This design comes from an exercise in tuning for small area on the open sky130 flow, not from production work. In this exercise RTL edits were held to simulation tests only and were not proved equivalent to the original. Power figures rest on the tool's default switching activity, not on a simulated workload.

## sierra
## angle_display
module angle_display (
	input clk,
	input rst,
	input [7:0] x_hex,
	input x_neg,
	input [7:0] y_hex,
	input y_neg,
	input [7:0] z_hex,
	input z_neg,
	output [2:0] pixel,
	output hsync,
	output vsync
);
For scale: roughly 57 flip-flops, about 3200 um^2 of cells after synthesis.
clock: 40.0 ns
lec_check: 0
cap_margin: 20
core_margin: 2
core_utilization: 40
slew_margin: 20
standard.sh (not shown) runs the stock make flow with config.mk's settings and CLKGATE_MAP_FILE= SYNTH_SCRIPT=/design/flow/synth_recipe.tcl, a recipe that flattens the netlist after the stock synthesis.
==> flow/flow/run.sh <==
#!/bin/bash
# Layout flow: the standard flow (standard.sh), with these changes:
# - synthesis maps the logic with ABC's deepsyn and area mapping, under
#   several seeds, keeping the smallest (abc_best.tcl), in place of ORFS's
#   abc call, and lets ABC see adders and comparators as plain logic (no
#   half/full-adder extraction, no Kogge-Stone carry map). The synthesis
#   script is otherwise synth_recipe.tcl and ORFS's synth.tcl as they are, so
#   the registers, their names and their cells are the standard synthesis's.
# - the port buffers are buf_1 cells (the outputs drive 10 fF).
# - clock tree synthesis adds no dummy loads and uses clkbuf_4 buffers.
# Each tool's output goes to a log file in the work folder.
set -euo pipefail
CTS="-sink_clustering_enable -repair_clock_nets -dont_use_dummy_load -sink_clustering_size 64 -sink_clustering_max_diameter 1000 -sink_clustering_levels 1 -buf_list sky130_fd_sc_hd__clkbuf_8"
WORK=$(pwd)
F=$WORK/flow

# ORFS's synth.tcl with its abc call replaced
sed "s#log_cmd abc {\*}\$abc_args#source $F/abc_best.tcl#" \
	"$FLOW_HOME/scripts/synth.tcl" > "$WORK/synth_body.tcl"
grep -q "abc_best.tcl" "$WORK/synth_body.tcl"
# synth_recipe.tcl sourcing it
sed "s#source \$::env(SCRIPTS_DIR)/synth.tcl#source $WORK/synth_body.tcl#" \
	"$WORK/synth_recipe.tcl" > "$WORK/own_synth.tcl"
grep -q "synth_body" "$WORK/own_synth.tcl"
# standard.sh with that synthesis script and settings
sed "s#SYNTH_SCRIPT=[^ ]*#SYNTH_SCRIPT=$WORK/own_synth.tcl ADDER_MAP_FILE= SYNTH_OPERATIONS_ARGS=-flatten 'BUFFER_PORTS_ARGS=-buffer_cell sky130_fd_sc_hd__buf_1' 'CTS_ARGS=$CTS'#" \
	"$WORK/standard.sh" > "$WORK/own_standard.sh"
grep -q "own_synth" "$WORK/own_standard.sh"

bash "$WORK/own_standard.sh" synth > "$WORK/synth.log" 2>&1
bash "$WORK/own_standard.sh" > "$WORK/layout.log" 2>&1
Other scripts of this flow, unchanged in this note and not shown: flow/flow/abc_best.tcl
Here is what was changed in the inputs of garnet compared with sierra.
diff --git a/flow/flow/run.sh b/flow/flow/run.sh
--- a/flow/flow/run.sh
+++ b/flow/flow/run.sh
@@ -12,3 +12,3 @@
 set -euo pipefail
-CTS="-sink_clustering_enable -repair_clock_nets -dont_use_dummy_load -sink_clustering_size 64 -sink_clustering_max_diameter 1000 -sink_clustering_levels 1 -buf_list sky130_fd_sc_hd__clkbuf_8"
+CTS="-repair_clock_nets -dont_use_dummy_load -buf_list sky130_fd_sc_hd__clkbuf_4"
 WORK=$(pwd)
==> notes.md <==
Diff sierra -> garnet: post-route cell area saw a decrease, time the final worst path needs with I/O delays and setup saw a decrease, clock transition at the registers of the reported paths saw an increase, synthesized cell count saw little to no change.
Multi-input gate share of total cell area (higher): garnet
Looking at sierra and garnet, the number of instances in the placed design is a wash.
The higher detailed-route via count came out of garnet.
## Diff of input files: zinc against garnet
diff --git a/flow/flow/run.sh b/flow/flow/run.sh
--- a/flow/flow/run.sh
+++ b/flow/flow/run.sh
@@ -12,3 +12,3 @@
 set -euo pipefail
-CTS="-repair_clock_nets -dont_use_dummy_load -buf_list sky130_fd_sc_hd__clkbuf_4"
+CTS="-sink_clustering_enable -repair_clock_nets -dont_use_dummy_load -buf_list {sky130_fd_sc_hd__clkbuf_4 sky130_fd_sc_hd__clkbuf_8}"
 WORK=$(pwd)
--- outcome ---
Summary — clock share of power, zinc relative to garnet: higher, by 5.7 points.
zinc does better than garnet on wire length.
Compared with garnet, zinc ends up with more cell area.
[inputs] indigo vs zinc
diff --git a/flow/flow/run.sh b/flow/flow/run.sh
--- a/flow/flow/run.sh
+++ b/flow/flow/run.sh
@@ -12,3 +12,3 @@
 set -euo pipefail
-CTS="-sink_clustering_enable -repair_clock_nets -dont_use_dummy_load -buf_list {sky130_fd_sc_hd__clkbuf_4 sky130_fd_sc_hd__clkbuf_8}"
+CTS="-sink_clustering_enable -repair_clock_nets -dont_use_dummy_load -buf_list sky130_fd_sc_hd__clkbuf_4"
 WORK=$(pwd)
[summary]
[compare] base=zinc new=indigo: design area fell 56 um^2, arrival time at the worst endpoint rose 0.09 ns.
As far as final net count goes, zinc and indigo are indistinguishable; the numbers are identical.
As far as number of global-route vias before repair is concerned, zinc and indigo perform about the same.
[compare] base=zinc new=indigo: final-layout worst hold slack went up 0.0032 ns, maximum frequency fell 0.67%.
Side by side, total power after layout turned out lower in indigo than in zinc.

-- static timing again, ports no longer ideal --
In the flow no input, the clock included, has a driving cell. The finished layouts below were timed again as built, in two steps.
Step 1, drivers: a clkbuf_16 drives clk and a buf_2 each remaining input, both assumed.
Step 2 also shifts input and output timing later by t, the mid clock arrival at the registers, as if the neighbouring blocks saw the same clock.
Slacks: no drivers / after step 1 / after step 2; pairs: no drivers / after step 1.
run | shift t [ns] | setup slack, ns | worst data-port slew with drivers (ns) | pins driven straight from the clock port
sierra | 0.362 | 27.355 / 27.322 / 27.684 | 0.03 | 1
garnet | 0.409 | 27.371 / 27.340 / 27.749 | 0.03 | 1
zinc | 0.356 | 27.456 / 27.424 / 27.780 | 0.03 | 1
indigo | 0.409 | 27.371 / 27.340 / 27.749 | 0.03 | 1
After both steps setup and hold are still met in every run listed.
